From an optimization exercise on the open Yosys and OpenROAD flow, aimed at a short achievable clock period and few clock cycles; shortcuts taken in it are not production practice. Only simulation tests tie the RTL to the original design; equivalence was not proved. Power is estimated from default activity; no workload was simulated.

Setup of 08-01:
// micro
module micro
(
    input  logic        _iClk,
    input  logic        _iReset,
    input  logic [7:0]  _iInstMemData,
    output logic [7:0]  _oInstMemAddr,
    input  logic [7:0]  _iDataMemRData,
    output logic [7:0]  _oDataMemAddr,
    output logic [7:0]  _oDataMemWData,
    output logic        _oDataMemWrite
);
Settings: LEC_CHECK=0, CAP_MARGIN=20, CORE_MARGIN=2, CORE_UTILIZATION=40, SETUP_SLACK_MARGIN=2.4, SLEW_MARGIN=20, TNS_END_PERCENT=10; clock period 5.0 ns.
run.sh (not shown) runs the stock make flow with config.mk's settings and CLKGATE_MAP_FILE= SYNTH_SCRIPT=/design/flow/synth_recipe.tcl, a recipe that flattens the netlist after the stock synthesis.
No stage failed in 08-01, and the final checks on the layout all came back clean.
Testbench counts of 08-01, summed over its fixed seeds: cycles 24,082.
Setup changes, 08-01 to 07-06
-- flow/design.v --
<<< 08-01, line 78
    logic              f2Free;
    logic              f2Same;
    logic [6:0]        f2Idx;
    logic [CW-1:0]     f2C;
>>> 07-06, line 78
    logic              f2Free;
    logic              f2Same;
    logic              f2Dem;
    logic [6:0]        f2Idx;
    logic [CW-1:0]     f2C;
<<< 08-01, line 99
    logic              fPt;
    logic              fHit;
    assign fC   = cCtl[pc[6:1]*CW +: CW];
    assign fPn  = cPn[pc[6:1]*8 +: 8];
    assign fKa  = cKa[pc[6:1]*8 +: 8];
    assign fPt  = cPt[pc[6:1]];
    assign fHit = cValid[pc[6:1]] && (cTag[pc[6:1]] == pc[7]);
    logic              xRedirect;
>>> 07-06, line 100
    logic              fPt;
    logic              fHit;
    logic [7:0] pcN;
    wire  [7:0] pcB = ~pcN;
    assign fC   = cCtl[pcB[6:1]*CW +: CW];
    assign fPn  = cPn[pc[6:1]*8 +: 8];
    assign fKa  = cKa[pcB[6:1]*8 +: 8];
    assign fPt  = cPt[pcB[6:1]];
    assign fHit = cValid[pc[6:1]] && (cTag[pc[6:1]] == pc[7]);
    logic              xRedirect;
<<< 08-01, line 114
    logic [7:0]        uKa;
    logic              uPt;
    logic inFlight;
    assign inFlight = (romAddr[7:1] == pc[7:1]) ||
                      (f1V && (f1Idx == pc[7:1])) ||
                      (f2V && (f2Idx == pc[7:1]));
    always_ff @(posedge _iClk) begin
        logic ld, st, alu, ju, jc, imm, lg;
>>> 07-06, line 117
    logic [7:0]        uKa;
    logic              uPt;
    logic       missV;
    logic       f3V;
    logic [6:0] f3Idx;
    logic [7:0] missPc;
    logic       inFlight;
    assign inFlight = (romAddr[7:1] == missPc[7:1]) ||
                      (f1V && (f1Idx == missPc[7:1])) ||
                      (f2V && (f2Idx == missPc[7:1])) ||
                      (f3V && (f3Idx == missPc[7:1]));
    always_ff @(posedge _iClk) begin
        logic ld, st, alu, ju, jc, imm, lg;
<<< 08-01, line 134
        f2Free  <= !cValid[f1Idx[5:0]];
        f2Same  <= cValid[f1Idx[5:0]] && (cTag[f1Idx[5:0]] == f1Idx[6]);
        f2C     <= {op[1:0], lg, imm, jc, alu, st, ld};
        f2Ju    <= ju;
>>> 07-06, line 142
        f2Free  <= !cValid[f1Idx[5:0]];
        f2Same  <= cValid[f1Idx[5:0]] && (cTag[f1Idx[5:0]] == f1Idx[6]);
        f2Dem   <= (f1Idx == pc[7:1]);
        f2C     <= {op[1:0], lg, imm, jc, alu, st, ld};
        f2Ju    <= ju;
<<< 08-01, line 144
        if (_iReset) begin
            romAddr <= 8'd0;
            f1V     <= 1'b0;
            f2V     <= 1'b0;
>>> 07-06, line 153
        if (_iReset) begin
            romAddr <= 8'd0;
            missV   <= 1'b0;
            f3V     <= 1'b0;
            f1V     <= 1'b0;
            f2V     <= 1'b0;
<<< 08-01, line 149
        end
        else begin
            if (!fHit && !inFlight && !xRedirect)
                romAddr <= pc;
            else
                romAddr <= romAddr + 8'd1;
>>> 07-06, line 160
        end
        else begin
            missV <= !fHit && !xRedirect;
            f3V   <= f2V;
            if (missV && !inFlight)
                romAddr <= missPc;
            else
                romAddr <= romAddr + 8'd1;
<<< 08-01, line 161
    logic       f2Wr;
    logic [6:0] f2Prev;
    assign f2Wr   = f2V && !f2Same && (f2Free || (f2Idx == pc[7:1]));
    assign f2Prev = f2Idx - 7'd1;
    always_ff @(posedge _iClk) begin
        if (!romAddr[0])
            opTmp <= _iInstMemData;
>>> 07-06, line 174
    logic       f2Wr;
    logic [6:0] f2Prev;
    assign f2Wr   = f2V && !f2Same && (f2Free || f2Dem);
    assign f2Prev = f2Idx - 7'd1;
    always_ff @(posedge _iClk) begin
        missPc <= pc;
        f3Idx  <= f2Idx;
        if (!romAddr[0])
            opTmp <= _iInstMemData;
<<< 08-01, line 275
        end
    end
    always_ff @(posedge _iClk) begin
        xC    <= fC;
>>> 07-06, line 290
        end
    end
    always_ff @(posedge _iClk)
        pcN <= ~pcNext;
    always_ff @(posedge _iClk) begin
        xC    <= fC;
Findings:
- Run comparison: 07-06 worst setup path startpoint pcN[1]; 08-01 worst setup path startpoint pc[2]
- The highest cell delay on the worst timing path number comes out lower for 08-01 vs 07-06.
- Status: power in sequential cells parity (07-06, 08-01)
- Changes observed in 07-06 relative to 08-01: post-synthesis to final-layout area growth shows a reduction of 3.2 points; die extent in y picked up an extra 2.1 um; share of total power in the clock network level; worst hold slack held steady.
- Net load switching power (07-06 vs. 08-01) increases slightly
Testbench counts of 07-06, summed over its fixed seeds: cycles 24,402.

========
micro, a different RTL version from the one above (not shown whole).
For scale: roughly 6,800 cells after synthesis, ~2,000 flip-flops, roughly 43 I/O pins, roughly 97,000 um^2 of cells after synthesis.
==> flow/config.mk <==
export PLATFORM = sky130hd
export DESIGN_NAME = micro
export DESIGN_NICKNAME = micro
export VERILOG_FILES = /design/flow/design.v
export SDC_FILE = /design/flow/constraint.sdc
export NUM_CORES = 4
export LEC_CHECK = 0
export CAP_MARGIN = 20
export CORE_MARGIN = 2
export CORE_UTILIZATION = 40
export SETUP_SLACK_MARGIN = 2.4
export SLEW_MARGIN = 20
export TNS_END_PERCENT = 10
==> flow/constraint.sdc <==
create_clock -name core_clock -period 5.0 [get_ports {_iClk}]
set_input_delay 1.0000 -clock core_clock [delete_from_list [all_inputs] [get_ports {_iClk}]]
set_output_delay 1.0000 -clock core_clock [all_outputs]
set_load 0.01 [all_outputs]
Testbench counts at the start, summed over its fixed seeds: cycles 24,178.
Next try:
--- a/flow/design.v
+++ b/flow/design.v
@@ -90,27 +90,29 @@
     logic [8*NE-1:0]   cPn;          
     logic [8*NE-1:0]   cKa;          
     logic [7:0]        pc;
     logic [CW-1:0]     fC;
     logic [7:0]        fPn;
     logic [7:0]        fKa;
     logic              fPt;
     logic              fHit;
-    logic [7:0] pcN;
-    wire  [7:0] pcB = ~pcN;
-    assign fC   = cCtl[pcB[6:1]*CW +: CW];
-    assign fPn  = cPn[pc[6:1]*8 +: 8];
-    assign fKa  = cKa[pcB[6:1]*8 +: 8];
-    assign fPt  = cPt[pcB[6:1]];
-    assign fHit = cValid[pc[6:1]] && (cTag[pc[6:1]] == pc[7]);
+    logic [7:0] pcA, pcN, pcK;
+    wire  [7:0] pcNt = ~pcN;
+    wire  [7:0] pcKt = ~pcK;
+    assign fPn[3:0] = cPn[pc[6:1]*8 +: 4];
+    assign fPn[7:4] = cPn[pcA[6:1]*8 + 4 +: 4];
+    assign fHit = cValid[pcA[6:1]] && (cTag[pcA[6:1]] == pcA[7]);
+    assign fC   = cCtl[pcNt[6:1]*CW +: CW];
+    assign fKa  = cKa[pcKt[6:1]*8 +: 8];
+    assign fPt  = cPt[pcKt[6:1]];
     logic       fBad;
     logic       badLast;
     logic [7:0] pcPrev;
-    assign fBad = !fHit && (cValid[pc[6:1]] || pc[7]);
+    assign fBad = !fHit && (cValid[pcA[6:1]] || pcA[7]);
     logic              xRedirect;
     logic [6:0]        xIdx;
     logic [7:0]        xPn;
     logic [7:0]        xKa;
     logic              xPt;
     logic              uV;
     logic [6:0]        uIdx;
     logic [7:0]        uPn;
@@ -269,54 +271,62 @@
             2'd1: xTaken = flagZ;
             2'd2: xTaken = flagC;
             default: xTaken = flagN;
         endcase
         xRedirect = xV && xJc && (xTaken != xPt);
     end
     wire        fSt  = fC[1];
     wire        fImm = fC[4];
+    logic [7:0] dAddr;
+    logic       xSI;         
+    assign _oDataMemAddr  = xSI ? acc : dAddr;
+    assign _oDataMemWData = xSI ? xKa : acc;
     wire        fIssue = fHit && !xRedirect && !badLast;
     logic [7:0] pcNext;
     always_comb begin
         if (xRedirect)
             pcNext = xKa;
         else if (badLast)
             pcNext = pcPrev;
         else
             pcNext = fPn;
     end
     always_ff @(posedge _iClk, posedge _iReset) begin
         if (_iReset) begin
             pc             <= 8'd0;
+            pcA            <= 8'd0;
+            pcK            <= 8'd0;
             badLast        <= 1'b0;
             xV             <= 1'b0;
             acc            <= 8'd0;
             flagC          <= 1'b0;
             flagZ          <= 1'b1;
             flagN          <= 1'b0;
             _oDataMemWrite <= 1'b0;
         end
         else begin
             acc   <= accNext;
             flagC <= cNext;
             flagZ <= zNext;
             flagN <= nNext;
             xV <= fIssue;
             _oDataMemWrite <= fIssue && fSt;
             pc   <= pcNext;
+            pcA  <= (xRedirect || badLast) ? (xRedirect ? xKa : pcPrev) : fPn;
+            pcK  <= ~pcNext;
             badLast <= fBad && !xRedirect && !badLast;
         end
     end
     always_ff @(posedge _iClk) begin
         pcN    <= ~pcNext;
         pcPrev <= pc;
     end
     always_ff @(posedge _iClk) begin
         xC    <= fC;
         xPn   <= fPn;
         xKa   <= fKa;
         xPt   <= fPt;
         xIdx  <= pc[7:1];
-        _oDataMemAddr  <= (fSt && fImm) ? accNext : fKa;
-        _oDataMemWData <= (fSt && fImm) ? fKa : accNext;
+        dAddr <= fKa;
+        xSI   <= fSt && fImm;
     end
 endmodule
After rerunning:
- setup slack barely changes
- global-route usage went down by 0.46 points
- sequential power is about the same
- design area went down by 0.65%
- die area went down by 0.78%
- maximum frequency hardly moves
- non-clock buffer count went up by 73
- wire length went down by 2.0%
- cell count went down by 3.5%
- hold slack degrades by 0.016 ns
- combinational power went down by about 2%
- synthesized cell count went down by 6.3%
Testbench counts after the change, summed over its fixed seeds: cycles 24,178.

re-timing with driven ports:
Ports are ideal in the flow. The routed layouts listed here were re-timed in OpenROAD. Step 1: set_driving_cell puts a clkbuf_16 on _iClk and a buf_2 on each other input, an assumption about the parent block. Step 2 moves the port delays by t, midway between the first and last clock arrival at a register: inputs arrive t later, outputs are due t later. That takes back most of the time a late clock gives input paths. Slacks: ideal / step 1 / step 2; pairs: ideal / step 1.
| run | t (ns) | setup WS [ns] | worst register clock-pin slew, ns |
|---|---|---|---|
| 08-01 | 0.936 | 1.695 / 1.695 / 0.968 | 0.07 / 0.07 |
| 07-06 | 0.953 | 1.883 / 1.883 / 1.086 | 0.07 / 0.07 |
| the first run of note 2 | 0.967 | 1.896 / 1.896 / 1.550 | 0.07 / 0.07 |
| the second run of note 2 | 0.951 | 1.894 / 1.894 / 1.547 | 0.07 / 0.07 |
After both steps every run listed still meets setup and hold. For 07-06, which loses most, drivers alone change the setup slack by 0.000 ns; drivers and shift together by -0.797 ns.
